Background: an optimization exercise with open tools, aiming at small area, a short achievable clock period and few clock cycles per item. Do not read the settings as production practice.
Where RTL was checked, it was by simulation tests only, not by an equivalence proof against the original.
Function not checked in runs 3 to 6: the RTL went through the layout flow alone.

--- design.v ---
module Squarer(a, b);	
	input [6:0] a;
	output [6:0] b;
	assign b[0] = a[0];
	assign b[1] = a[4];
	assign b[2] = a[4] ^ a[1];
	assign b[3] = a[5];
	assign b[4] = a[5] ^ a[2];
	assign b[5] = a[6];
	assign b[6] = a[6] ^ a[3];
endmodule 
module Mastrovito7(a, b, c);
	input [6:0] a, b;
	output wire [6:0] c;
	wire s0, s1, s2, s3, s4, s5, s6, s7, s8, s9, s10, s11, s12;
	assign s0 = a[0] & b[0];
	assign s1 = (a[1] & b[0]) ^ (a[0] & b[1]);
	assign s2 = (a[2] & b[0]) ^ (a[1] & b[1]) ^ (a[0] & b[2]);
	assign s3 = (a[3] & b[0]) ^ (a[2] & b[1]) ^ (a[1] & b[2]) ^ (a[0] & b[3]);
	assign s4 = (a[4] & b[0]) ^ (a[3] & b[1]) ^ (a[2] & b[2]) ^ (a[1] & b[3]) ^ (a[0] & b[4]);
	assign s5 = (a[5] & b[0]) ^ (a[4] & b[1]) ^ (a[3] & b[2]) ^ (a[2] & b[3]) ^ (a[1] & b[4]) ^ (a[0] & b[5]);
	assign s6 = (a[6] & b[0]) ^ (a[5] & b[1]) ^ (a[4] & b[2]) ^ (a[3] & b[3]) ^ (a[2] & b[4]) ^ (a[1] & b[5]) ^ (a[0] & b[6]);
	assign s7 = (a[6] & b[1]) ^ (a[5] & b[2]) ^ (a[4] & b[3]) ^ (a[3] & b[4]) ^ (a[2] & b[5]) ^ (a[1] & b[6]);
	assign s8 = (a[6] & b[2]) ^ (a[5] & b[3]) ^ (a[4] & b[4]) ^ (a[3] & b[5]) ^ (a[2] & b[6]);
	assign s9 = (a[6] & b[3]) ^ (a[5] & b[4]) ^ (a[4] & b[5]) ^ (a[3] & b[6]);
	assign s10 = (a[6] & b[4]) ^ (a[5] & b[5]) ^ (a[4] & b[6]);
	assign s11 = (a[6] & b[5]) ^ (a[5] & b[6]);
	assign s12 = (a[6] & b[6]);
	assign c[0] = s7 ^ s0;
	assign c[1] = s8 ^ s7 ^ s1;
	assign c[2] = s9 ^ s8 ^ s2;
	assign c[3] = s10 ^ s9 ^ s3;
	assign c[4] = s11 ^ s10 ^ s4;
	assign c[5] = s12 ^ s11 ^ s5;
	assign c[6] = s12 ^ s6;
endmodule 
module Inverse(a, b);
	input [6:0] a;
	output reg [6:0] b;
	always @(*) begin
		case (a)
			7'd0: b = 7'd0;
			7'd1: b = 7'd1;
			7'd2: b = 7'd65;
			7'd3: b = 7'd126;
			7'd4: b = 7'd97;
			7'd5: b = 7'd42;
			7'd6: b = 7'd63;
			7'd7: b = 7'd54;
			7'd8: b = 7'd113;
			7'd9: b = 7'd18;
			7'd10: b = 7'd21;
			7'd11: b = 7'd74;
			7'd12: b = 7'd94;
			7'd13: b = 7'd79;
			7'd14: b = 7'd27;
			7'd15: b = 7'd103;
			7'd16: b = 7'd121;
			7'd17: b = 7'd92;
			7'd18: b = 7'd9;
			7'd19: b = 7'd112;
			7'd20: b = 7'd75;
			7'd21: b = 7'd10;
			7'd22: b = 7'd37;
			7'd23: b = 7'd68;
			7'd24: b = 7'd47;
			7'd25: b = 7'd35;
			7'd26: b = 7'd102;
			7'd27: b = 7'd14;
			7'd28: b = 7'd76;
			7'd29: b = 7'd71;
			7'd30: b = 7'd114;
			7'd31: b = 7'd110;
			7'd32: b = 7'd125;
			7'd33: b = 7'd91;
			7'd34: b = 7'd46;
			7'd35: b = 7'd25;
			7'd36: b = 7'd69;
			7'd37: b = 7'd22;
			7'd38: b = 7'd56;
			7'd39: b = 7'd61;
			7'd40: b = 7'd100;
			7'd41: b = 7'd119;
			7'd42: b = 7'd5;
			7'd43: b = 7'd96;
			7'd44: b = 7'd83;
			7'd45: b = 7'd123;
			7'd46: b = 7'd34;
			7'd47: b = 7'd24;
			7'd48: b = 7'd86;
			7'd49: b = 7'd116;
			7'd50: b = 7'd80;
			7'd51: b = 7'd52;
			7'd52: b = 7'd51;
			7'd53: b = 7'd81;
			7'd54: b = 7'd7;
			7'd55: b = 7'd62;
			7'd56: b = 7'd38;
			7'd57: b = 7'd60;
			7'd58: b = 7'd98;
			7'd59: b = 7'd73;
			7'd60: b = 7'd57;
			7'd61: b = 7'd39;
			7'd62: b = 7'd55;
			7'd63: b = 7'd6;
			7'd64: b = 7'd127;
			7'd65: b = 7'd2;
			7'd66: b = 7'd108;
			7'd67: b = 7'd84;
			7'd68: b = 7'd23;
			7'd69: b = 7'd36;
			7'd70: b = 7'd77;
			7'd71: b = 7'd29;
			7'd72: b = 7'd99;
			7'd73: b = 7'd59;
			7'd74: b = 7'd11;
			7'd75: b = 7'd20;
			7'd76: b = 7'd28;
			7'd77: b = 7'd70;
			7'd78: b = 7'd95;
			7'd79: b = 7'd13;
			7'd80: b = 7'd50;
			7'd81: b = 7'd53;
			7'd82: b = 7'd122;
			7'd83: b = 7'd44;
			7'd84: b = 7'd67;
			7'd85: b = 7'd109;
			7'd86: b = 7'd48;
			7'd87: b = 7'd117;
			7'd88: b = 7'd104;
			7'd89: b = 7'd107;
			7'd90: b = 7'd124;
			7'd91: b = 7'd33;
			7'd92: b = 7'd17;
			7'd93: b = 7'd120;
			7'd94: b = 7'd12;
			7'd95: b = 7'd78;
			7'd96: b = 7'd43;
			7'd97: b = 7'd4;
			7'd98: b = 7'd58;
			7'd99: b = 7'd72;
			7'd100: b = 7'd40;
			7'd101: b = 7'd118;
			7'd102: b = 7'd26;
			7'd103: b = 7'd15;
			7'd104: b = 7'd88;
			7'd105: b = 7'd106;
			7'd106: b = 7'd105;
			7'd107: b = 7'd89;
			7'd108: b = 7'd66;
			7'd109: b = 7'd85;
			7'd110: b = 7'd31;
			7'd111: b = 7'd115;
			7'd112: b = 7'd19;
			7'd113: b = 7'd8;
			7'd114: b = 7'd30;
			7'd115: b = 7'd111;
			7'd116: b = 7'd49;
			7'd117: b = 7'd87;
			7'd118: b = 7'd101;
			7'd119: b = 7'd41;
			7'd120: b = 7'd93;
			7'd121: b = 7'd16;
			7'd122: b = 7'd82;
			7'd123: b = 7'd45;
			7'd124: b = 7'd90;
			7'd125: b = 7'd32;
			7'd126: b = 7'd3;
			7'd127: b = 7'd64;
			default: b = 7'd0;
		endcase
	end
endmodule
module PointAdder(point1, point2, dbl, sum);
	input [13:0] point1;
	input [13:0] point2;
	input dbl;
	output [13:0] sum;
	wire [6:0] x1 = point1[6:0];
	wire [6:0] y1 = point1[13:7];
	wire [6:0] x2 = point2[6:0];
	wire [6:0] y2 = point2[13:7];
	wire [6:0] den = x1 ^ (x2 & {7{~dbl}});
	wire [6:0] num = y1 ^ (y2 & {7{~dbl}});
	wire [6:0] den_inv, q, slope, slopeSquared, out;
	Inverse divider(den, den_inv);
	Mastrovito7 mult2(num, den_inv, q);
	assign slope = q ^ (x1 & {7{dbl}});
	Squarer square(slope, slopeSquared);
	wire [6:0] point3x = slopeSquared ^ slope ^ 7'b1 ^ (den & {7{~dbl}});
	Mastrovito7 mult(slope, x1 ^ point3x, out);
	wire [6:0] point3y = out ^ point3x ^ y1;
	assign sum = (den == 7'd0) ? 14'b0 : {point3y, point3x};
endmodule
module PointMultiplier(point, scalar, clk, start, result, done);
	input [13:0] point;
	input [6:0] scalar;
	input clk, start;
	output [13:0] result;
	output reg done;
	reg [13:0] cur;
	reg [13:0] acc;
	reg [6:0] ks;
	reg ph;
	reg accz;
	reg dbl;
	wire cur_zero = (cur == 14'b0);
	wire acc_zero = (acc == 14'b0);
	wire last = (ks[6:1] == 6'b0);
	wire add_now = ks[0] & ~ph;           
	wire [13:0] unit_out;
	PointAdder unit(cur, acc, dbl, unit_out);
	assign result = acc;
	reg [6:0] ks_n;
	reg ph_n, accz_n;
	always @(*) begin
		ks_n = ks;
		ph_n = ph;
		accz_n = acc_zero;
		if (add_now) begin
			if (accz) begin
				accz_n = 1'b0;
				ks_n = ks >> 1;
			end else begin
				ph_n = 1'b1;
			end
		end else begin
			ks_n = ks >> 1;
			ph_n = 1'b0;
		end
	end
	always @(posedge clk) begin
		if (start) begin
			cur <= point;
			acc <= 14'b0;
			ks <= scalar;
			ph <= 1'b0;
			accz <= 1'b1;
			dbl <= 1'b1;
			done <= 1'b0;
		end else if (!done) begin
			ks <= ks_n;
			ph <= ph_n;
			accz <= accz_n;
			dbl <= ~(ks_n[0] & ~ph_n & ~accz_n);
			if (ks == 7'b0 || cur_zero) begin
				done <= 1'b1;
			end else if (add_now) begin
				if (accz) begin
					acc <= cur;
					if (last) done <= 1'b1;
					else begin
						cur <= unit_out;
						if (cur[6:0] == 7'b0) done <= 1'b1;
					end
				end else begin
					acc <= unit_out;
					if (last) done <= 1'b1;
				end
			end else begin
				cur <= unit_out;
				if (cur[6:0] == 7'b0) done <= 1'b1;
			end
		end
	end
endmodule
--- run.sh ---
#!/bin/bash
# synth_recipe.tcl (not shown) runs the flow's synth.tcl, then flattens the netlist and writes it again
# the make line also repeats each setting of config.mk as NAME=value (left out here)
make -C /OpenROAD-flow-scripts/flow DESIGN_CONFIG=/design/flow/config.mk WORK_HOME=/design/flow/orfs CLKGATE_MAP_FILE= SYNTH_SCRIPT=/design/flow/synth_recipe.tcl finish
--- config.mk ---
export PLATFORM = sky130hd
export DESIGN_NAME = PointMultiplier
export DESIGN_NICKNAME = PointMultiplier
export VERILOG_FILES = /design/flow/design.v
export SDC_FILE = /design/flow/constraint.sdc
export NUM_CORES = 4
export LEC_CHECK = 0
export ABC_AREA = 1
export CAP_MARGIN = 20
export CORE_MARGIN = 2
export CORE_UTILIZATION = 40
export SLEW_MARGIN = 20
--- constraint.sdc ---
create_clock -name core_clock -period 8.0 [get_ports {clk}]
set_input_delay 1.6000 -clock core_clock [delete_from_list [all_inputs] [get_ports {clk}]]
set_output_delay 1.6000 -clock core_clock [all_outputs]
set_load 0.01 [all_outputs]
==> metrics.md, run 1 <==
| Metric | Value |
|---|---|
| Worst slack, placed | 1.82 ns |
| Synth Net Count | around 1.3k |
| Final Cell Area | 7430 sq um |
| Mapped Area | 6860 sq um |
| R2R setup slack | 1.62 ns |
| Endpoints failing setup | 0 |
| Mapped Cells | around 1.3k |
| Final Hold Viols | 0 |
| Post-synthesis async set-or-reset flop share | 0% |
| Row count | 47 |
| Fmax | 0.157 GHz |
| Vias in the first global route | 7542 |
| Worst Tran Pin Value | 0.961 ns |
| Total number of vias | 8154 |
| First drt pass iteration count | 8 |
| Register-to-Register Path Depth | 43 |
| Cell mode on critical path | nand2_1 |
| CTS H-tree lvls | 2 |
| Leftover overflow at the end of global routing | 0 |
| Chip width | 135 um |
| Layout fillers | 1885 |
| Max-slew violations | 0 |
| PortBufs | 37 |
| CP arrival | 6.59 ns |
| Root buffer cell | clkbuf_16 |
| First-pass GRT wire length | roughly 38 mm |
| Area after DPL | 7280 sq um |
| Xor and xnor area share after synthesis | 6.62% |
| RR Endpoint | acc[9] |
| Global routing met3 resource utilization | roughly 3% |
| Share of layout cells above drive strength 1 | 8.37% |
| Main combinational cell family by area after synthesis | simple AND/OR/NAND/NOR gates |
| Crit path largest cell delay | 0.70 ns |
| Hold path endpoint | ph |
| Mux contribution to synthesized area | 0% |
| Total CTS buffers | 5 |
| Synth Area in Adders | 1.46% |
| Setup crit start kind | flop |
| Die height | 135 um |
| FF+latch count, synth | 39 |
| CP max-delay cell | dfxtp_1 |
| Compound-Gate Fraction of Synth Area | 6.51% |
| Post-CTS sizing | 0 |
| NumNets Final | ~1.3k |
| Syn avg cell area | 5.41 sq um |
| Total Routing Usage GR | 25.8% |
| Setup Crit Path Kind | flop to flop |
| Worst-Skew Late Latency | 0.28 ns |
| Clock sinks | 39 |
| Post-CTS Repair Setup Buffers | 0 |
| Seq/Total Area, Yosys | 14.4% |
| EDFF count, synth | 21 |
| Worst Hold Class | flop to flop |
| Kind of end point of the critical path | flop |
| Top Ports | 38 |
| Remaining antenna violation count after routing | 0 |
| GRT busiest layer | met2 |
| Maximum clock skew at final layout | 0.0111 ns |
| Dpl hpwl | 17.9 mm |
| Drt total wl | 23.2 mm |
| Iteration-0 DRC count of the detailed router | 917 |
| Hold Path Depth | 2 |
| Final worst setup slack | 1.62 ns |
| Met2 usage | 42.8% |
| # diodes | 0 |
| Area of the die | 18200 sq um |
| Post-synthesis simple-gate area fraction | 60.3% |
| Area of the multi-input gates | 5140 sq um |
| Core box area | 16700 sq um |
| Unrepaired setup endpoints after global routing | false |
| Clock transition at path regs | 0.06 ns |
| Starting Density | about two fifths |
| Reg-to-Reg Start | dbl |
| Clock period minus worst slack | 6.38 ns |
| Vias/cell | 5.44 |
| Ys flop type | edfxtp_1 |
| # hold bufs at CTS | 0 |
| Status | no timing/DRC/antenna violations |
| Register area | 991 sq um |
| Largest net degree at the start of global routing | 52 |
| Global routing usage on met1 | a little over a third |
| TritonCTS clock tree | done |
| Residual DRC count | 0 |
| Hold_sp | ph |
| Setup TNS | 0 ns |
| Smallest hold slack | 0.504 ns |
| Post-synth cell types | 41 |
| CP Depth | 43 |
| Layout area overhead | 8.32% |
| Tcrit/Tclk final | roughly 80% |
| Cell family with most CP delay | simple AND/OR/NAND/NOR gates |
| Clock Path Buffers | 2 |
| Routability congestion estimate from global placement | between 0.9 and 1 |
| Initial antenna violation count | 0 |
| Max cap viols | 0 |
| Worst relative slew slack | 35.8% |
| Yosys warnings | 2 |
| CP bufs+invs | 9 |
| Worst Path Required | 8.21 ns |
| Crit path max fanout | between 40 and 50 |
| Routed WL per cell | 15.4 um |
## worst min-delay path: cells and delay by family, from the launching register on
| family | cells | cell delay, ns |
|---|---|---|
| DFF | 1 | 0.30 |
| AOI/OAI and AO/OA | 1 | 0.07 |
| buffers and inverters | 1 | 0.09 |
## area by class of cell
cell class,instances,share of cell area (%)
clock buffers,5,1.68
flip-flops and latches,39,13.3
inverters,122,6.23
repair buffers,43,5.59
multi-input cells,1067,69.2
clock inverters,3,0.236
well taps,220,3.70
## cell usage after synthesis, drive strengths merged, types with 4 or more instances
cell type | n | share of area, %
clkbuf | 13 | 0.71
xor2 | 37 | 4.8
a21oi | 43 | 3.2
xnor2 | 14 | 1.8
nand2 | 588 | 35
ha | 8 | 1.5
nand3 | 263 | 20
buf | 26 | 3.2
dfxtp | 18 | 5.3
edfxtp | 21 | 9.2
nor4 | 7 | 0.64
inv | 119 | 6.6
nand4 | 4 | 0.36
nor2 | 56 | 3.2
o21ai | 30 | 2.2
## metrics by stage
step	instances	util (%)
6_report	1499	44.5
5_1_grt	1499	44.5
4_1_cts	1499	44.4
3_5_place_dp	1491	43.6
2_1_floorplan	1267	-
3_3_place_gp	1491	43.6
## worst max path at each step
stage | from | end
after floorplan | dbl | cur[10]
after global placement | dbl | cur[9]
after detailed placement | dbl | cur[9]
after CTS | dbl | cur[9]
after global routing | dbl | acc[9]
final | dbl | acc[9]
## metal layers
metal	part of all wire [%]	vias to the layer above
met3	7.3	67
met5	0	-
met4	3.3	0
met2	45	346
met1	44	3652
li1	-	4089
## placed cells by master (no fill, tap or decap), drive strengths merged
master	Yosys	routed
ha	8	8
clkbuf	13	5
clkdlybuf4s50	0	37
edfxtp	21	21
xnor2	14	14
inv	119	120
nand2	588	588
nand3b	1	1
nor3	3	3
nand4	4	4
nor2	56	56
a31oi	2	2
buf	26	6
a21oi	43	43
o21ai	30	30
o21bai	1	1
nor4	7	7
or2	3	3
clkinv	3	5
nand3	263	263
o31ai	2	2
xor2	37	37
o211ai	3	3
a21o	2	2
dfxtp	18	18
## sequential cells by signal, indices dropped and copies added (netlist names)
| name | cells |
|---|---|
| accz | 1 |
| acc | 14 |
| ph | 1 |
| done | 1 |
| cur | 14 |
| dbl | 1 |
| ks | 7 |
## logic make-up after synthesis
| family | Yosys count |
|---|---|
| AOI/OAI and AO/OA | 83 |
| DFF | 39 |
| buffers and inverters | 161 |
| adders and majority gates | 8 |
| xor gates and xnor gates | 51 |
| and+or+nand+nor | 925 |
Testbench counts, summed over its fixed seeds: cycles 3,246, items 384.
==> run 2, diff against run 1 <==
--- a/config.mk
+++ b/config.mk
@@ -5,7 +5,6 @@
 export SDC_FILE = /design/flow/constraint.sdc
 export NUM_CORES = 4
 export LEC_CHECK = 0
-export ABC_AREA = 1
 export CAP_MARGIN = 20
 export CORE_MARGIN = 2
 export CORE_UTILIZATION = 40
==> metrics.md, run 2 <==
| Metric | Value |
|---|---|
| TritonCTS clock tree | done |
| Starting Density | 40.5% (-0.61 points) |
| Routability congestion estimate from global placement | 0.991 (-0.28%) |
| Most frequent cells in the layout | 123 x nor2_1, 122 x nand2_1, 76 x xnor2_1 |
| Initial antenna violation count | 0 (unchanged) |
| Most common cell after layout, fill and taps aside | nor2_1 |
| Layout fillers | 2146 (+14%) |
| Iteration-0 DRC count of the detailed router | 1307 (+43%) |
| Post-synth cell types | 99 (+140%) |
| Routed WL per cell | 24.2 um (+57%) |
| Vias/cell | 6.53 (+20%) |
| Total CTS buffers | 5 (unchanged) |
| CP Cell Sequence | nor2b_1 > xnor2_1 > inv_1 > ha_2 > nand3b_1 > a21oi_1 > a2111oi_2 > nand2_1 > a211o_1 > a32oi_2 > nor2_1 > xor2_1 > xnor3_2 > xor2_4 > xnor3_1 > nand2_1 > xnor3_1 > xnor2_2 > xnor3_1 > or3_1 > a41oi_2 |
| Unrepaired setup endpoints after global routing | false |
| Crit path max fanout | 16 (-67%) |
| Kind of end point of the critical path | flop |
| Largest net degree at the start of global routing | 64 (+23%) |
| CP arrival | 7.58 ns (+0.99 ns) |
| First-pass GRT wire length | 50.2 mm (+31%) |
| Mapped Area | 8110 sq um (+18%) |
| Mapped Cells | 1081 (-15%) |
| Seq/Total Area, Yosys | 12.2% (-2.2 points) |
| Post-CTS sizing | 0 (unchanged) |
| Row count | 52 (+11%) |
| Post-synthesis async set-or-reset flop share | 0% (unchanged) |
| Max-slew violations | 0 (unchanged) |
| Crit path largest cell delay | 0.63 ns (-0.07 ns) |
| Xor and xnor area share after synthesis | 21.8% (+15 points) |
| Most common cell in the synthesized netlist | nor2_1 |
| Worst Path Required | 8.22 ns (about the same) |
| # diodes | 0 (unchanged) |
| Setup crit start kind | flop |
| Final Hold Viols | 0 (unchanged) |
| CP bufs+invs | 1 (-8) |
| Setup Crit Path Kind | flop to flop |
| Core box area | 20000 sq um (+20%) |
| Remaining antenna violation count after routing | 0 (unchanged) |
| Clock Path Buffers | 2 (unchanged) |
| Total Routing Usage GR | 29.9% (+4.0 points) |
| Chip width | 146 um (+8.5%) |
| Synth area leader | xnor2_1 |
| Max cap viols | 0 (unchanged) |
| Dominant cells by area after synthesis | xnor2_1 8.3%, edfxtp_1 7.8%, xnor3_1 6.4% |
| Top cells by count, synth | 123 x nor2_1, 122 x nand2_1, 77 x xnor2_1 |
| Die height | 146 um (+8.5%) |
| Setup TNS | 0 ns (unchanged) |
| Layout area overhead | 8.52% |
| Area of the die | 21400 sq um (+18%) |
| Status | no timing/DRC/antenna violations |
| Worst Hold Class | flop to flop |
| Finished Layout Cells | 1341 (-11%) |
| Vias in the first global route | 8186 (+8.5%) |
| First drt pass iteration count | 7 (-1) |
| Dpl hpwl | 24.3 mm (+36%) |
| Tcrit/Tclk final | 92.0% (+12 points) |
| Worst Tran Pin Value | 1.13 ns (+0.173 ns) |
| Residual DRC count | 0 (unchanged) |
| Syn avg cell area | 7.50 sq um (+39%) |
| Top Registers | acc (14), cur (14), ks (7) |
| Placed Instances | 1333 (-11%) |
| Worst-Skew Late Latency | 0.29 ns (about the same) |
| Endpoints failing setup | 0 (unchanged) |
| Leftover overflow at the end of global routing | 0 (unchanged) |
| PortBufs | 37 (unchanged) |
| Cell family with most CP delay | XOR/XNOR gates |
| Share of layout cells above drive strength 1 | 8.87% (+0.50 points) |
| FF+latch count, synth | 39 (unchanged) |
| Finished Core Util | 43.9% (-0.58 points) |
| Synth Area in Adders | 1.23% (-0.22 points) |
| Clock period minus worst slack | 7.36 ns (+0.982 ns) |
| Fmax | 0.136 GHz (-13%) |
| CP max-delay cell | a2111oi_2 |
| Root buffer cell | clkbuf_16 |
| Main combinational cell family by area after synthesis | compound AO/OA/AOI/OAI gates |
| Register area | 995 sq um (+0.38%) |
| NumNets Final | 1101 (-16%) |
| CTS H-tree lvls | 2 (unchanged) |
| # hold bufs at CTS | 0 (unchanged) |
| Area of the multi-input gates | 6530 sq um (+27%) |
| Compound-Gate Fraction of Synth Area | 30.9% (+24 points) |
| EDFF count, synth | 21 (unchanged) |
| Clock transition at path regs | 0.06 ns (about the same) |
| Synth Net Count | 1112 (-14%) |
| Clock sinks | 39 (unchanged) |
| Post-synthesis simple-gate area fraction | 24.7% (-36 points) |
| Yosys warnings | 2 (unchanged) |
| Maximum clock skew at final layout | 0.00735 ns (-0.00371 ns) |
| Cell mode on critical path | xnor3_1 |
| Worst slack, placed | 0.664 ns (-1.16 ns) |
| Final worst setup slack | 0.640 ns (-0.982 ns) |
| Top Ports | 38 (unchanged) |
| Post-CTS Repair Setup Buffers | 0 (unchanged) |
| Share of the synthesized area in the top cell type | 8.32% (-21 points) |
| Ys flop type | edfxtp_1 |
| Drt total wl | 32.4 mm (+40%) |
| Total number of vias | 8763 (+7.5%) |
| Worst relative slew slack | 23.8% (-12 points) |
| Mux contribution to synthesized area | 1.73% (+1.7 points) |
[run 2: changes by cell type after synthesis, sizes merged, moves of 32 or more]
cell | before | now
nor2 | 56 | 123
nand2 | 588 | 122
xnor2 | 14 | 87
o21ai | 30 | 72
nand3 | 263 | 19
inv | 119 | 25
clkbuf | 13 | 45
nor2b | 0 | 33
[run 2: per-stage QoR]
| stage | area [sq um] | hold WS, ns |
|---|---|---|
| floorplan | 8110 | 0.452 |
| global placement | 8630 | 0.482 |
| detailed placement | 8630 | 0.489 |
| CTS | 8800 | 0.498 |
| global route | 8800 | 0.531 |
| finish | 8800 | 0.497 |
[run 2: logic make-up after synthesis]
group                    Yosys count
buffers and inverters            120
multiplexers                      14
AO/OA/AOI/OAI                    340
flip-flops                        39
AND/OR/NAND/NOR                  416
adder cells (fa/ha/maj)            8
XOR/XNOR                         144
[run 2: area by class of cell]
cell class | count | share of cell area, %
sequential | 39 | 11.3
multi-input combinational | 922 | 74.2
timing repair buffer | 76 | 7.62
inverter | 26 | 1.11
clock inverter | 3 | 0.484
clock buffer | 5 | 1.42
tap | 270 | 3.84
[run 2: worst register-to-register path: stages (launching register included)]
cell and delay, ns:
dfxtp_1 0.56, nor2b_1 0.33, xnor2_1 0.33, inv_1 0.35
ha_2 0.50, nand3b_1 0.19, a21oi_1 0.09, a2111oi_2 0.63
nand2_1 0.17, a211o_1 0.30, a32oi_2 0.44, nor2_1 0.10
xor2_1 0.20, xnor3_2 0.55, xor2_4 0.31, xnor3_1 0.52
nand2_1 0.12, xnor3_1 0.34, xnor2_2 0.23, xnor3_1 0.49
or3_1 0.37, a41oi_2 0.17
[run 2: per-layer routing]
metal  share of wire (%)  up-vias  global-route usage (%)
met5                   0        -                       0
li1                    -     3951                       -
met1                  41     4094                    40.7
met3                 9.6      132                    4.16
met2                  44      586                    46.4
met4                 5.5        0                    14.8
[run 2: final timing paths]
path	startpoint	end	slack [ns]	depth (start not counted)
min reg2reg	ph	ph	0.50	2
max reg2reg	acc[0]	acc[9]	0.64	21
max	acc[0]	acc[9]	0.64	21
min	ph	ph	0.50	2
==> run 3, diff against run 2 <==
--- a/design.v
+++ b/design.v
@@ -171,16 +171,15 @@
 		endcase
 	end
 endmodule
-module PointAdder(point1, point2, dbl, sum);
+module PointAdder(point1, point2, den, dbl, sum);
 	input [13:0] point1;
 	input [13:0] point2;
+	input [6:0] den;
 	input dbl;
 	output [13:0] sum;
 	wire [6:0] x1 = point1[6:0];
 	wire [6:0] y1 = point1[13:7];
-	wire [6:0] x2 = point2[6:0];
 	wire [6:0] y2 = point2[13:7];
-	wire [6:0] den = x1 ^ (x2 & {7{~dbl}});
 	wire [6:0] num = y1 ^ (y2 & {7{~dbl}});
 	wire [6:0] den_inv, q, slope, slopeSquared, out;
 	Inverse divider(den, den_inv);
@@ -204,15 +203,20 @@
 	reg ph;
 	reg accz;
 	reg dbl;
+	reg [6:0] den;
 	wire cur_zero = (cur == 14'b0);
 	wire acc_zero = (acc == 14'b0);
 	wire last = (ks[6:1] == 6'b0);
 	wire add_now = ks[0] & ~ph;           
 	wire [13:0] unit_out;
-	PointAdder unit(cur, acc, dbl, unit_out);
+	PointAdder unit(cur, acc, den, dbl, unit_out);
 	assign result = acc;
 	reg [6:0] ks_n;
 	reg ph_n, accz_n;
+	wire dbl_n = ~(ks_n[0] & ~ph_n & ~accz_n);
+	wire [6:0] den_add = accz ? cur[6:0] : acc[6:0];
+	wire [6:0] den_n = (add_now & ~accz) ? cur[6:0] :
+	                   (unit_out[6:0] ^ (den_add & {7{~dbl_n}}));
 	always @(*) begin
 		ks_n = ks;
 		ph_n = ph;
@@ -237,12 +241,14 @@
 			ph <= 1'b0;
 			accz <= 1'b1;
 			dbl <= 1'b1;
+			den <= point[6:0];
 			done <= 1'b0;
 		end else if (!done) begin
 			ks <= ks_n;
 			ph <= ph_n;
 			accz <= accz_n;
-			dbl <= ~(ks_n[0] & ~ph_n & ~accz_n);
+			dbl <= dbl_n;
+			den <= den_n;
 			if (ks == 7'b0 || cur_zero) begin
 				done <= 1'b1;
 			end else if (add_now) begin
--- a/config.mk
+++ b/config.mk
@@ -5,6 +5,7 @@
 export SDC_FILE = /design/flow/constraint.sdc
 export NUM_CORES = 4
 export LEC_CHECK = 0
+export ABC_AREA = 1
 export CAP_MARGIN = 20
 export CORE_MARGIN = 2
 export CORE_UTILIZATION = 40
==> metrics.md, run 3 <==
| Metric | Value |
|---|---|
| Status | no timing/DRC/antenna violations |
| Die height | 136 um (-7.0%) |
| Max cap viols | 0 (unchanged) |
| Tcrit/Tclk final | 69.9% (-22 points) |
| Chip width | 136 um (-7.0%) |
| Unrepaired setup endpoints after global routing | false |
| Layout area overhead | 9.27% |
| Post-synthesis simple-gate area fraction | 53.2% (+29 points) |
| Routed WL per cell | 16.1 um (-33%) |
| Max-slew violations | 0 (unchanged) |
| Root buffer cell | clkbuf_16 |
| Crit path max fanout | 24 (+8) |
| Post-synthesis async set-or-reset flop share | 0% (unchanged) |
| Synth area leader | nand2_1 |
| Top cells by count, synth | 442 x nand2_1, 229 x nand3_1, 124 x inv_1 |
| Remaining antenna violation count after routing | 0 (unchanged) |
| # hold bufs at CTS | 0 (unchanged) |
| FF+latch count, synth | 53 (+36%) |
| Vias/cell | 5.41 (-17%) |
| R2R setup slack | 2.61 ns (+1.97 ns) |
| Total Routing Usage GR | 25.6% (-4.2 points) |
| Dominant cells by area after synthesis | nand2_1 24%, nand3_1 16%, edfxtp_1 12% |
| Kind of end point of the critical path | flop |
| Mapped Area | 6980 sq um (-14%) |
| Mux contribution to synthesized area | 0% (-1.7 points) |
| Clock Path Buffers | 2 (unchanged) |
| Most common cell in the synthesized netlist | nand2_1 |
| Register-to-Register Path Depth | 32 (+52%) |
| NumNets Final | 1284 (+17%) |
| Syn avg cell area | 5.63 sq um (-25%) |
| Yosys warnings | 2 (unchanged) |
| Initial antenna violation count | 0 (unchanged) |
| Clock sinks | 53 (+36%) |
| Setup TNS | 0 ns (unchanged) |
| Row count | 48 (-7.7%) |
| Worst Path Required | 8.26 ns (+0.04 ns) |
| Mapped Cells | 1240 (+15%) |
| Post-CTS Repair Setup Buffers | 0 (unchanged) |
| Vias in the first global route | 7119 (-13%) |
| Setup crit start kind | input pin |
| TritonCTS clock tree | done |
| Worst Hold Class | flop to flop |
| Worst-Skew Late Latency | 0.32 ns (+0.03 ns) |
| Post-CTS sizing | 0 (unchanged) |
| Metal-1 WL | 11.0 mm (-18%) |
| Total number of vias | 8000 (-8.7%) |
| Most frequent cells in the layout | 442 x nand2_1, 229 x nand3_1, 124 x inv_1 |
| Top sig layer | met4 |
| Iteration-0 DRC count of the detailed router | 938 (-28%) |
| Residual DRC count | 0 (unchanged) |
| First drt pass iteration count | 8 (+1) |
| Xor and xnor area share after synthesis | 5.75% (-16 points) |
| Share of the synthesized area in the top cell type | 23.8% (+15 points) |
| Final Hold Viols | 0 (unchanged) |
| EDFF count, synth | 28 (+33%) |
| Top Ports | 38 (unchanged) |
| Synth Area in Adders | 1.43% (+0.20 points) |
| Worst relative slew slack | 24.7% (+0.89 points) |
| Met2 WL | 10.6 mm (-25%) |
| Fmax | 0.179 GHz (+32%) |
| CP arrival | 5.85 ns (-1.73 ns) |
| Core box area | 17200 sq um (-14%) |
| Seq/Total Area, Yosys | 19.2% (+7.0 points) |
| PortBufs | 37 (unchanged) |
| Ys flop type | edfxtp_1 |
| Clock period minus worst slack | 5.59 ns (-1.77 ns) |
| Most common cell after layout, fill and taps aside | nand2_1 |
| Area of the die | 18500 sq um (-14%) |
| Routability congestion estimate from global placement | 0.970 (-2.1%) |
| CTS H-tree lvls | 2 (unchanged) |
| Share of layout cells above drive strength 1 | 7.26% (-1.6 points) |
| Starting Density | 40.6% (+0.17 points) |
| Dpl hpwl | 18.3 mm (-25%) |
| Largest net degree at the start of global routing | 42 (-34%) |
| Top Registers | acc (14), cur (14) |
| Main combinational cell family by area after synthesis | simple AND/OR/NAND/NOR gates |
| Maximum clock skew at final layout | 0.00964 ns (+0.00228 ns) |
| Clock transition at path regs | 0.08 ns (+0.02 ns) |
| Hold Path Depth | 2 (unchanged) |
| Post-synth cell types | 45 (-55%) |
| Setup Crit Path Kind | input pin to flop |
| Endpoints failing setup | 0 (unchanged) |
| Leftover overflow at the end of global routing | 0 (unchanged) |
| Compound-Gate Fraction of Synth Area | 9.79% (-21 points) |
| DR WL met3 | 1.65 mm (-47%) |
| Drt total wl | 23.8 mm (-27%) |
| Synth Net Count | 1271 (+14%) |
| # diodes | 0 (unchanged) |
| First-pass GRT wire length | 37.5 mm (-25%) |
| Total CTS buffers | 5 (unchanged) |
| Worst Tran Pin Value | 1.13 ns (-0.00540 ns) |
[run 3: layout make-up]
| class | instances | area [sq um] |
|---|---|---|
| Clock inverter | 3 | 28.8 |
| Multi-Input combinational cell | 1007 | 4900 |
| Fill cell | 1911 | 9550 |
| Clock buffer | 5 | 125 |
| Timing Repair Buffer | 42 | 408 |
| Inverter | 144 | 543 |
| Sequential cell | 53 | 1340 |
| Tap cell | 225 | 282 |
[run 3: layer usage]
metal	up-vias	track usage (%)
met5	-	0
met4	0	6.83
met3	41	3.62
met2	314	41.1
met1	3596	36.0
li1	4049	-
[run 3: critical path, stage by stage]
cell and delay, ns:
clkdlybuf4s50_1 0.69, buf_4 0.36, nor2_1 0.20, clkinv_1 0.59
o21ai_1 0.73, inv_1 0.27, ha_1 0.43, inv_1 0.11
nor2_1 0.11, inv_1 0.07, o21ai_1 0.17, inv_1 0.10
nand3_1 0.09, nand2_1 0.06, o21ai_1 0.13, nand2_1 0.06
nand2_1 0.06
[run 3: metrics by stage]
step | area [sq um] | worst slack [ns] | utilization (%) | hold slack (ns) | instances
floorplan | 6980 | 3.95 | - | 0.456 | 1240
global placement | 7470 | 2.21 | 43.5 | 0.475 | 1471
detailed placement | 7470 | 2.12 | 43.5 | 0.480 | 1471
CTS | 7630 | 2.43 | 44.4 | 0.497 | 1479
global route | 7630 | 1.88 | 44.4 | 0.528 | 1479
finish | 7630 | 2.41 | 44.4 | 0.492 | 1479
[run 3: final timing paths]
path                     endpoint   from
setup / recovery  unit.mult2.b[1]  start
hold / removal                 ph     ph
setup reg to reg  unit.mult2.b[4]    dbl
hold reg to reg                ph     ph
[run 3: cells by family after synthesis]
| kind of cell | after synthesis |
|---|---|
| AND/OR/NAND/NOR | 835 |
| adder cells (fa/ha/maj) | 8 |
| AO/OA/AOI/OAI | 119 |
| flip-flops | 53 |
| buffers and inverters | 180 |
| XOR/XNOR | 45 |
==> run 4, diff against run 3 <==
==> flow/run.sh (new file) <==
#!/bin/bash
# Layout flow: the standard flow, except that the synthesis's final
# technology mapping (ABC) uses Yosys's default ABC script with a delay
# target instead of ORFS's abc_speed/abc_area script, and the half/full-adder
# extraction is off (this design is XOR logic, not arithmetic).
# Everything before ABC (and so every register, its name and cell) is
# the standard synthesis (synth_recipe.tcl); everything after synthesis
# is standard.sh.
set -euo pipefail
W=$(pwd)
export MY_ABC_D=$(cat "$W/flow/abc_d.txt" 2>/dev/null || echo 4000)
make -C "$FLOW_HOME" DESIGN_CONFIG="$W/config.mk" WORK_HOME="$W/orfs" CLKGATE_MAP_FILE= \
  SYNTH_SCRIPT="$W/flow/my_synth.tcl" ADDER_MAP_FILE= synth > "$W/synth.log" 2>&1
bash "$W/standard.sh" > "$W/layout.log" 2>&1
==> flow/abc_d.txt (new file) <==
4000
==> flow/my_synth.tcl (new file) <==
proc synth {args} { yosys synth -nofsm -noshare {*}$args }
# Same synthesis as synth_recipe.tcl, but the final technology mapping uses
# Yosys's default ABC script with the delay target from MY_ABC_D (ps).
proc abc {args} {
  set keep {}
  set i 0
  while {$i < [llength $args]} {
    set a [lindex $args $i]
    if {$a eq "-script" || $a eq "-D"} {
      incr i 2
      continue
    }
    lappend keep $a
    incr i
  }
  if {[info exists ::env(MY_ABC_SCRIPT)] && $::env(MY_ABC_SCRIPT) ne ""} {
    lappend keep -script $::env(MY_ABC_SCRIPT)
  }
  yosys abc {*}$keep -D [expr {[info exists ::env(MY_ABC_D)] ? $::env(MY_ABC_D) : 4000}]
}
source $::env(SCRIPTS_DIR)/synth.tcl
# left out here: clear keep_hierarchy, flatten, clean up, hide names made inside functions, write 1_2_yosys.v
==> standard.sh (new file) <==
#!/bin/bash
# synth_recipe.tcl (not shown) runs the flow's synth.tcl, then flattens the netlist and writes it again
# the make line also repeats each setting of config.mk as NAME=value (left out here)
make -C /OpenROAD-flow-scripts/flow DESIGN_CONFIG=/design/flow/config.mk WORK_HOME=/design/flow/orfs CLKGATE_MAP_FILE= SYNTH_SCRIPT=/design/flow/synth_recipe.tcl "${@:-finish}"
--- a/config.mk
+++ b/config.mk
@@ -5,7 +5,6 @@
 export SDC_FILE = /design/flow/constraint.sdc
 export NUM_CORES = 4
 export LEC_CHECK = 0
-export ABC_AREA = 1
 export CAP_MARGIN = 20
 export CORE_MARGIN = 2
 export CORE_UTILIZATION = 40
removed: run.sh
==> metrics.md, run 4 <==
| Metric | Value |
|---|---|
| Status | no timing/DRC/antenna violations |
| Seq/Total Area, Yosys | 23.3% (+4.1 points) |
| First-pass GRT wire length | 28.6 mm (-24%) |
| Starting Density | 41.1% (+0.48 points) |
| Cell mode on critical path | xnor3_1 |
| Setup Crit Path Kind | flop to flop |
| # hold bufs at CTS | 0 (unchanged) |
| Max-slew violations | 0 (unchanged) |
| Die height | 124 um (-9.0%) |
| Worst Hold Class | flop to flop |
| Clock sinks | 53 (unchanged) |
| PortBufs | 37 (unchanged) |
| Most common cell in the synthesized netlist | nand2_1 |
| Top Ports | 38 (unchanged) |
| Final Hold Viols | 0 (unchanged) |
| Dominant cells by area after synthesis | edfxtp_1 15%, xnor2_1 9.7%, nand2_1 9.2% |
| Largest net degree at the start of global routing | 57 (+36%) |
| Share of the synthesized area in the top cell type | 14.6% (-9.2 points) |
| Total Routing Usage GR | 24.2% (-1.4 points) |
| Mapped Cells | 740 (-40%) |
| Drt total wl | 18.2 mm (-24%) |
| Routed WL per cell | 19.4 um (+21%) |
| Initial antenna violation count | 0 (unchanged) |
| Endpoints failing setup | 0 (unchanged) |
| Row count | 43 (-10%) |
| Routability congestion estimate from global placement | 0.955 (-1.6%) |
| Most frequent cells in the layout | 141 x nand2_1, 73 x nor2_1, 64 x xnor2_1 |
| CP max-delay cell | dfxtp_1 |
| EDFF count, synth | 28 (unchanged) |
| Finished Core Util | 45.9% (+1.5 points) |
| Worst Path Required | 8.17 ns (-0.09 ns) |
| Worst relative slew slack | 25.9% (+1.2 points) |
| Dpl hpwl | 13.6 mm (-26%) |
| Most common cell after layout, fill and taps aside | nand2_1 |
| Chip width | 124 um (-9.0%) |
| Post-CTS sizing | 0 (unchanged) |
| Fmax | 0.168 GHz (-5.8%) |
| Vias in the first global route | 5291 (-26%) |
| Root buffer cell | clkbuf_16 |
| Maximum clock skew at final layout | 0.0118 ns (+0.00217 ns) |
| Layout area overhead | 11.7% |
| Synth Net Count | 763 (-40%) |
| Layout fillers | 1405 (-26%) |
| Total number of vias | 5693 (-29%) |
| Top cells by count, synth | 141 x nand2_1, 73 x nor2_1, 64 x xnor2_1 |
| Vias/cell | 6.09 (+13%) |
| Clock transition at path regs | 0.08 ns (about the same) |
| Setup TNS | 0 ns (unchanged) |
| Post-CTS Repair Setup Buffers | 0 (unchanged) |
| Syn avg cell area | 7.77 sq um (+38%) |
| Residual DRC count | 0 (unchanged) |
| Share of layout cells above drive strength 1 | 5.56% (-1.7 points) |
| Top Registers | acc (14), cur (14) |
| Area of the die | 15400 sq um (-17%) |
| Leftover overflow at the end of global routing | 0 (unchanged) |
| CP Cell Sequence | nand2b_1 > xnor2_2 > nand2_1 > xnor3_1 > xnor3_1 > xor2_2 > xnor3_1 > or2_1 > xor2_1 > o211ai_1 > mux2_2 > nor2_1 > a221oi_1 > o21ai_0 > o211ai_1 > o21ai_1 > a22oi_1 |
| Max cap viols | 0 (unchanged) |
| Post-synthesis async set-or-reset flop share | 0% (unchanged) |
| Crit path max fanout | 24 (unchanged) |
| Setup crit start kind | flop |
| Iteration-0 DRC count of the detailed router | 713 (-24%) |
| First drt pass iteration count | 5 (-3) |
| NumNets Final | 777 (-39%) |
| Remaining antenna violation count after routing | 0 (unchanged) |
| Clock Path Buffers | 2 (unchanged) |
| Worst-Skew Late Latency | 0.30 ns (-0.02 ns) |
| TritonCTS clock tree | done |
| # diodes | 0 (unchanged) |
| Worst Tran Pin Value | 1.11 ns (-0.0208 ns) |
| Yosys warnings | 2 (unchanged) |
| Total CTS buffers | 5 (unchanged) |
| Mapped Area | 5750 sq um (-18%) |
| Core box area | 14000 sq um (-19%) |
| CTS H-tree lvls | 2 (unchanged) |
| Crit path largest cell delay | 0.75 ns (+0.02 ns) |
| FF+latch count, synth | 53 (unchanged) |
| Kind of end point of the critical path | flop |
| Post-synth cell types | 59 (+31%) |
| CP arrival | 6.11 ns (+0.26 ns) |
| Synth area leader | edfxtp_1 |
| Ys flop type | edfxtp_1 |
| Clock period minus worst slack | 5.94 ns (+0.346 ns) |
| Unrepaired setup endpoints after global routing | false |
| Tcrit/Tclk final | 74.2% (+4.3 points) |
run 4: changes by cell type after synthesis, sizes merged, moves of 22 or more:
| cell | previous run | this run |
|---|---|---|
| xnor3 | 0 | 22 |
| inv | 141 | 8 |
| nand2 | 474 | 141 |
| nand3 | 237 | 10 |
| a21oi | 36 | 58 |
| xnor2 | 21 | 75 |
| nor3 | 3 | 26 |
run 4: logic make-up after synthesis:
kind of cell / Yosys count / share of synthesized area [%]
AOI/OAI and AO/OA: 205 / 22.2
xor gates and xnor gates: 123 / 26.4
buffers and inverters: 44 / 3.02
DFF: 53 / 23.3
muxes: 10 / 1.76
and+or+nand+nor: 305 / 23.3
run 4: final timing paths:
| kind | start | endpoint | slack, ns | depth (start not counted) |
|---|---|---|---|---|
| setup / recovery | dbl | unit.mult2.b[4] | 2.06 | 17 |
| hold / removal | ph | ph | 0.48 | 2 |
| setup reg to reg | dbl | unit.mult2.b[4] | 2.06 | 17 |
| hold reg to reg | ph | ph | 0.48 | 2 |
run 4: per-stage QoR:
stage / cell area, sq um / hold slack [ns] / cells / setup WS, ns
5_1_grt: 6420 / 0.511 / 935 / 1.67
4_1_cts: 6420 / 0.480 / 935 / 2.20
2_1_floorplan: 5750 / 0.451 / 740 / 3.58
6_report: 6420 / 0.480 / 935 / 2.06
3_5_place_dp: 6260 / 0.469 / 927 / 2.22
3_3_place_gp: 6250 / 0.465 / 927 / 2.01
run 4: critical path, delay by kind of cell, from the launching register on:
family	cells	cell delay [ns]
and+or+nand+nor	4	0.89
AOI/OAI and AO/OA	6	1.55
DFF	1	0.75
xor gates and xnor gates	6	2.07
muxes	1	0.53
run 4: area by class of cell:
cell class | instances | area, sq um | share of cell area (%)
Timing Repair Buffer | 43 | 410 | 6.39
Clock buffer | 7 | 154 | 2.40
Tap cell | 180 | 225 | 3.51
Inverter | 8 | 30.0 | 0.467
Clock inverter | 1 | 8.76 | 0.136
Multi-Input combinational cell | 643 | 4250 | 66.2
Sequential cell | 53 | 1340 | 20.9
run 4: layer usage:
layer	GRT usage, %	part of all wire (%)	vias up
met5	0	0	-
met4	8.01	2.8	0
met3	5.04	7.1	44
met2	37.2	45	269
met1	33.9	45	2743
li1	-	-	2637
==> run 5, diff against run 4 <==
--- a/config.mk
+++ b/config.mk
@@ -8,4 +8,5 @@
 export CAP_MARGIN = 20
 export CORE_MARGIN = 2
 export CORE_UTILIZATION = 40
+export SETUP_SLACK_MARGIN = 2.5
 export SLEW_MARGIN = 20
==> metrics.md, run 5 <==
| Metric | Value |
|---|---|
| Dominant cells by area after synthesis | edfxtp_1 15%, xnor2_1 9.7%, nand2_1 9.2% |
| Post-synthesis async set-or-reset flop share | 0% (unchanged) |
| Maximum clock skew at final layout | 0.0117 ns (-0.0000979 ns) |
| Routability congestion estimate from global placement | 0.955 (unchanged) |
| NumNets Final | 781 (+0.51%) |
| Remaining antenna violation count after routing | 0 (unchanged) |
| Top Registers | acc (14), cur (14) |
| Total number of vias | 5672 (-0.37%) |
| Smallest hold slack | 0.480 ns (+0.00000900 ns) |
| Top cells by count, synth | 141 x nand2_1, 73 x nor2_1, 64 x xnor2_1 |
| Routed WL per cell | 19.5 um (+0.28%) |
| Unrepaired setup endpoints after global routing | true |
| Share of the synthesized area in the top cell type | 14.6% (unchanged) |
| Vias/cell | 6.04 (-0.79%) |
| Leftover overflow at the end of global routing | 0 (unchanged) |
| Status | no timing/DRC/antenna violations |
| EDFF count, synth | 28 (unchanged) |
| Total CTS buffers | 5 (unchanged) |
| Total Routing Usage GR | 24.3% (+0.082 points) |
| Clock period minus worst slack | 5.36 ns (-0.583 ns) |
| Kind of end point of the critical path | flop |
| Vias in the first global route | 5321 (+0.57%) |
| Max-slew violations | 0 (unchanged) |
| Final Hold Viols | 0 (unchanged) |
| Setup crit start kind | flop |
| Synth area leader | edfxtp_1 |
| Worst relative slew slack | 27.4% (+1.5 points) |
| Yosys warnings | 2 (unchanged) |
| Initial antenna violation count | 0 (unchanged) |
| Worst Tran Pin Value | 1.09 ns (-0.0217 ns) |
| Residual DRC count | 0 (unchanged) |
| Clock transition at path regs | 0.08 ns (about the same) |
| Drt total wl | 18.3 mm (+0.70%) |
| Dpl hpwl | 13.6 mm (unchanged) |
| Most common cell after layout, fill and taps aside | nand2_1 |
| TritonCTS clock tree | done |
| Area of the die | 15400 sq um (unchanged) |
| Setup TNS | 0 ns (unchanged) |
| PortBufs | 37 (unchanged) |
| Fmax | 0.187 GHz (+11%) |
| Root buffer cell | clkbuf_16 |
| Core box area | 14000 sq um (unchanged) |
| Clock sinks | 53 (unchanged) |
| Layout area overhead | 14.5% |
| Iteration-0 DRC count of the detailed router | 733 (+2.8%) |
| Most common cell in the synthesized netlist | nand2_1 |
| Mapped Area | 5750 sq um (unchanged) |
| Post-synth cell types | 59 (unchanged) |
| Mapped Cells | 740 (unchanged) |
| Tcrit/Tclk final | 67.0% (-7.3 points) |
| First-pass GRT wire length | 28.7 mm (+0.24%) |
| Finished Layout Cells | 939 (+0.43%) |
| Setup Crit Path Kind | flop to flop |
| Max cap viols | 0 (unchanged) |
| Share of layout cells above drive strength 1 | 7.77% (+2.2 points) |
| Largest net degree at the start of global routing | 57 (unchanged) |
| Endpoints failing setup | 0 (unchanged) |
| First drt pass iteration count | 6 (+1) |
| Die height | 124 um (unchanged) |
| Starting Density | 41.1% (unchanged) |
| Chip width | 124 um (unchanged) |
| CTS H-tree lvls | 2 (unchanged) |
| Ys flop type | edfxtp_1 |
| CP arrival | 5.49 ns (-0.62 ns) |
| Worst Hold Class | flop to flop |
| Top Ports | 38 (unchanged) |
| Crit path max fanout | 22 (-8.3%) |
| Worst Path Required | 8.13 ns (-0.04 ns) |
| Syn avg cell area | 7.77 sq um (unchanged) |
| Seq/Total Area, Yosys | 23.3% (unchanged) |
| Row count | 43 (unchanged) |
| Synth Net Count | 763 (unchanged) |
| FF+latch count, synth | 53 (unchanged) |
| Worst-Skew Late Latency | 0.30 ns (about the same) |
| Clock Path Buffers | 2 (unchanged) |
| Most frequent cells in the layout | 140 x nand2_1, 71 x nor2_1, 62 x xnor2_1 |
| # diodes | 0 (unchanged) |
| Placed Instances | 927 (unchanged) |
-- run 5: cell types whose count changed in the layout (fill, tap and decap cells not counted), sizes merged --
cell | before | now
buf | 7 | 11
clkinvlp | 0 | 1
inv | 9 | 8
-- run 5: worst max-delay path, cell delays in order (launching register included) --
cell,delay [ns]
dfxtp_4,0.42
nand2b_1,0.24
xnor2_4,0.27
nand2_1,0.12
xnor3_1,0.37
xnor3_1,0.53
xor2_4,0.30
xnor3_1,0.44
or2_1,0.30
xor2_1,0.16
o211ai_1,0.11
buf_4,0.16
buf_4,0.13
mux2i_4,0.34
buf_4,0.31
a21oi_1,0.13
a221oi_1,0.31
nor3_1,0.08
o21ai_0,0.27
o21ai_0,0.21
-- run 5: logic make-up after synthesis --
family / synth area share (%)
AO/OA/AOI/OAI: 22.2
flip-flops: 23.3
multiplexers: 1.76
AND/OR/NAND/NOR: 23.3
buffers and inverters: 3.02
XOR/XNOR: 26.4
-- run 5: layer usage --
metal | global-route usage (%) | wire [um]
met2 | 37.2 | 8340
met4 | 8.15 | 412
met1 | 34.1 | 8050
met3 | 5.04 | 1490
met5 | 0 | 0
-- run 5: cell type report --
class / count / area, sq um
repair buffers: 47 / 440
inverters: 8 / 33.8
multi-input cells: 643 / 4380
well taps: 180 / 225
clock inverters: 1 / 8.76
flip-flops and latches: 53 / 1350
fillers: 1395 / 7410
clock buffers: 7 / 154
-- run 5: metrics by stage --
| stage | setup slack, ns | instance area, sq um | utilization (%) |
|---|---|---|---|
| 2_1_floorplan | 3.58 | 5750 | - |
| 3_3_place_gp | 2.01 | 6250 | 44.7 |
| 3_5_place_dp | 2.22 | 6260 | 44.8 |
| 4_1_cts | 2.50 | 6440 | 46.0 |
| 5_1_grt | 2.48 | 6580 | 47.1 |
| 6_report | 2.64 | 6580 | 47.1 |
-- run 5: timing repair --
| action | in CTS | in global routing |
|---|---|---|
| endpoints found under the hold margin | 0 | 0 |
| endpoints found under the setup margin | 7 | 9 |
| pin swaps | 0 | 2 |
| hold buffers | 0 | 0 |
| gates resized for setup | 3 | 21 |
| setup buffers | 0 | 4 |
-- run 5: path summary, 6_finish.rpt --
kind / start / slack [ns] / cells past startpoint / end
max: dbl / 2.64 / 19 / unit.mult2.b[6]
min: ph / 0.48 / 2 / ph
max reg2reg: dbl / 2.64 / 19 / unit.mult2.b[6]
min reg2reg: ph / 0.48 / 2 / ph
==> run 6, diff against run 5 <==
--- a/config.mk
+++ b/config.mk
@@ -7,6 +7,6 @@
 export LEC_CHECK = 0
 export CAP_MARGIN = 20
 export CORE_MARGIN = 2
-export CORE_UTILIZATION = 40
+export CORE_UTILIZATION = 65
 export SETUP_SLACK_MARGIN = 2.5
 export SLEW_MARGIN = 20
==> metrics.md, run 6 <==
| Metric | Value |
|---|---|
| Vias in the first global route | 5365 (+0.83%) |
| NumNets Final | 776 (-0.64%) |
| Max-slew violations | 0 (unchanged) |
| Final Hold Viols | 0 (unchanged) |
| First drt pass iteration count | 8 (+2) |
| Largest net degree at the start of global routing | 57 (unchanged) |
| PortBufs | 37 (unchanged) |
| # diodes | 0 (unchanged) |
| Clock Path Buffers | 2 (unchanged) |
| Post-synthesis async set-or-reset flop share | 0% (unchanged) |
| CTS H-tree lvls | 2 (unchanged) |
| Syn avg cell area | 7.77 sq um (unchanged) |
| CP arrival | 5.55 ns (+0.06 ns) |
| Most common cell after layout, fill and taps aside | nand2_1 |
| Top cells by count, synth | 141 x nand2_1, 73 x nor2_1, 64 x xnor2_1 |
| Seq/Total Area, Yosys | 23.3% (unchanged) |
| Routed WL per cell | 20.9 um (+7.5%) |
| Area of the die | 9620 sq um (-37%) |
| CP bufs+invs | 0 (-3) |
| Share of layout cells above drive strength 1 | 6.76% (-1.0 points) |
| Post-synth cell types | 59 (unchanged) |
| Clock sinks | 53 (unchanged) |
| TritonCTS clock tree | done |
| Maximum clock skew at final layout | 0.0191 ns (+0.00741 ns) |
| Die height | 98.1 um (-21%) |
| Crit path max fanout | 22 (unchanged) |
| Setup TNS | 0 ns (unchanged) |
| Setup crit start kind | flop |
| Leftover overflow at the end of global routing | 0 (unchanged) |
| Clock period minus worst slack | 5.36 ns (+0.00252 ns) |
| Max cap viols | 0 (unchanged) |
| Status | no timing/DRC/antenna violations |
| Yosys warnings | 2 (unchanged) |
| Drt total wl | 18.0 mm (-1.3%) |
| Clock transition at path regs | 0.10 ns (+0.02 ns) |
| Post-CTS Repair Setup Buffers | 0 (unchanged) |
| Most frequent cells in the layout | 141 x nand2_1, 71 x nor2_1, 62 x xnor2_1 |
| Unrepaired setup endpoints after global routing | true |
| Starting Density | 66.6% (+25 points) |
| Routability congestion estimate from global placement | 1.05 (+9.6%) |
| Initial antenna violation count | 0 (unchanged) |
| Remaining antenna violation count after routing | 0 (unchanged) |
| R2R setup slack | 2.64 ns (about the same) |
| # hold bufs at CTS | 0 (unchanged) |
| Chip width | 98.1 um (-21%) |
| Finished Core Util | 73.6% (+27 points) |
| Fmax | 0.187 GHz (about the same) |
| Synth Net Count | 763 (unchanged) |
| Most common cell in the synthesized netlist | nand2_1 |
| Synth area leader | edfxtp_1 |
| Share of the synthesized area in the top cell type | 14.6% (unchanged) |
| CP max-delay cell | xnor3_1 |
| Total Routing Usage GR | 36.4% (+12 points) |
| Core box area | 8640 sq um (-38%) |
| Total CTS buffers | 5 (unchanged) |
| Tcrit/Tclk final | 67.0% (about the same) |
| Setup Crit Path Kind | flop to flop |
| Vias/cell | 6.94 (+15%) |
| EDFF count, synth | 28 (unchanged) |
| Residual DRC count | 0 (unchanged) |
| Cell family with most CP delay | XOR/XNOR gates |
| First-pass GRT wire length | 28.2 mm (-1.6%) |
| Ys flop type | edfxtp_1 |
| Dpl hpwl | 13.1 mm (-3.5%) |
| Top Ports | 38 (unchanged) |
| Top Registers | acc (14), cur (14) |
| Mapped Area | 5750 sq um (unchanged) |
| FF+latch count, synth | 53 (unchanged) |
| Endpoints failing setup | 0 (unchanged) |
| Worst-Skew Late Latency | 0.32 ns (+0.02 ns) |
| CP Cell Sequence | nand2b_1 > xnor2_2 > nand2_1 > xor2_1 > xnor3_1 > xnor2_2 > xnor3_1 > xnor2_1 > a21boi_1 > o21ai_1 > a31oi_4 > nor2_1 > nand2_1 > a21oi_1 > o311ai_0 > a31oi_1 |
| Worst Tran Pin Value | 1.14 ns (+0.0498 ns) |
| Layout area overhead | 10.5% |
| Worst Hold Class | flop to flop |
| Root buffer cell | clkbuf_8 |
| Kind of end point of the critical path | flop |
| Worst relative slew slack | 24.2% (-3.2 points) |
| Row count | 34 (-21%) |
| Dominant cells by area after synthesis | edfxtp_1 15%, xnor2_1 9.7%, nand2_1 9.2% |
| Worst Path Required | 8.19 ns (+0.06 ns) |
| Iteration-0 DRC count of the detailed router | 772 (+5.3%) |
| Total number of vias | 5981 (+5.4%) |
| Crit path largest cell delay | 0.50 ns (-0.03 ns) |
| Mapped Cells | 740 (unchanged) |
run 6: final timing paths:
check             startpoint  cells after the start              end
hold / removal            ph                      2               ph
setup reg to reg         dbl                     16  unit.mult2.b[5]
hold reg to reg           ph                      2               ph
setup / recovery         dbl                     16  unit.mult2.b[5]
run 6: cell type report:
type	instances	area, sq um
multi-input cells	643	4350
clock inverters	2	16.3
clock buffers	6	72.6
well taps	108	135
fillers	625	2280
inverters	8	30.0
repair buffers	42	403
flip-flops and latches	53	1340
run 6: repair_timing:
action / in CTS / in global routing
gates resized for setup: 2 / 16
hold endpoints to repair: 0 / 0
setup endpoints to repair: 7 / 9
run 6: logic make-up (layout without fill, tap and decap cells):
group,count (synthesis),in the layout,share of synthesized area [%]
buf+inv,44,58,3.02
compound gates,205,205,22.2
flops,53,53,23.3
xor+xnor,123,123,26.4
simple gates,305,305,23.3
mux,10,10,1.76
run 6: routing by layer:
metal  up-vias  track usage (%)  share of wire [%]
met5         -                0                  0
met4         0             14.5                6.0
met3       100             5.65                 12
met2       473             59.5                 46
met1      2758             48.5                 36
li1       2650                -                  -
run 6: metrics by stage:
step	worst slack [ns]	hold slack (ns)	std cells	cell area, sq um
2_1_floorplan	3.58	0.451	740	5750
3_3_place_gp	2.13	0.464	854	6160
3_5_place_dp	2.11	0.480	854	6160
4_1_cts	2.61	0.494	862	6250
5_1_grt	2.39	0.519	862	6350
6_report	2.64	0.492	862	6350
run 6: tightest hold or removal path: cells and delay by family (launching register included):
| family | cells | cell delay (ns) |
|---|---|---|
| buffers and inverters | 1 | 0.07 |
| DFF | 1 | 0.32 |
| AOI/OAI and AO/OA | 1 | 0.06 |

what the ideal ports hide:
How much do the figures lean on ideal ports? The routed layouts below were timed once more, with nothing changed but the port constraints.
Step 1: set_driving_cell puts a clkbuf_16 on clk and a buf_2 on each other input, an assumption about the parent block.
Step 2 moves the port delays by t, midway between the first and last clock arrival at a register: inputs arrive t later, outputs are due t later. That takes back most of the time a late clock gives input paths.
Slacks: no drivers / after step 1 / after step 2; pairs: no drivers / after step 1.
| run | t, ns | setup WS [ns] | worst setup path at the end | latest minus earliest clock arrival (ns) | worst data-port slew with drivers (ns) |
|---|---|---|---|---|---|
| run 1 | 0.304 | 1.622 / 1.622 / 1.622 | register to register | 0.011 / 0.011 | 0.04 |
| run 2 | 0.317 | 0.640 / 0.640 / 0.640 | register to register | 0.008 / 0.008 | 0.04 |
| run 3 | 0.348 | 2.408 / 2.425 / 2.077 | input to register | 0.009 / 0.010 | 0.04 |
| run 4 | 0.341 | 2.061 / 2.061 / 2.061 | register to register | 0.012 / 0.012 | 0.03 |
| run 5 | 0.343 | 2.644 / 2.644 / 2.461 | input to register | 0.011 / 0.012 | 0.03 |
| run 6 | 0.345 | 2.641 / 2.641 / 2.401 | input to register | 0.019 / 0.019 | 0.05 |
After both steps every run listed still meets setup and hold. For run 3, which loses most, drivers alone change the setup slack by +0.017 ns; drivers and shift together by -0.331 ns.
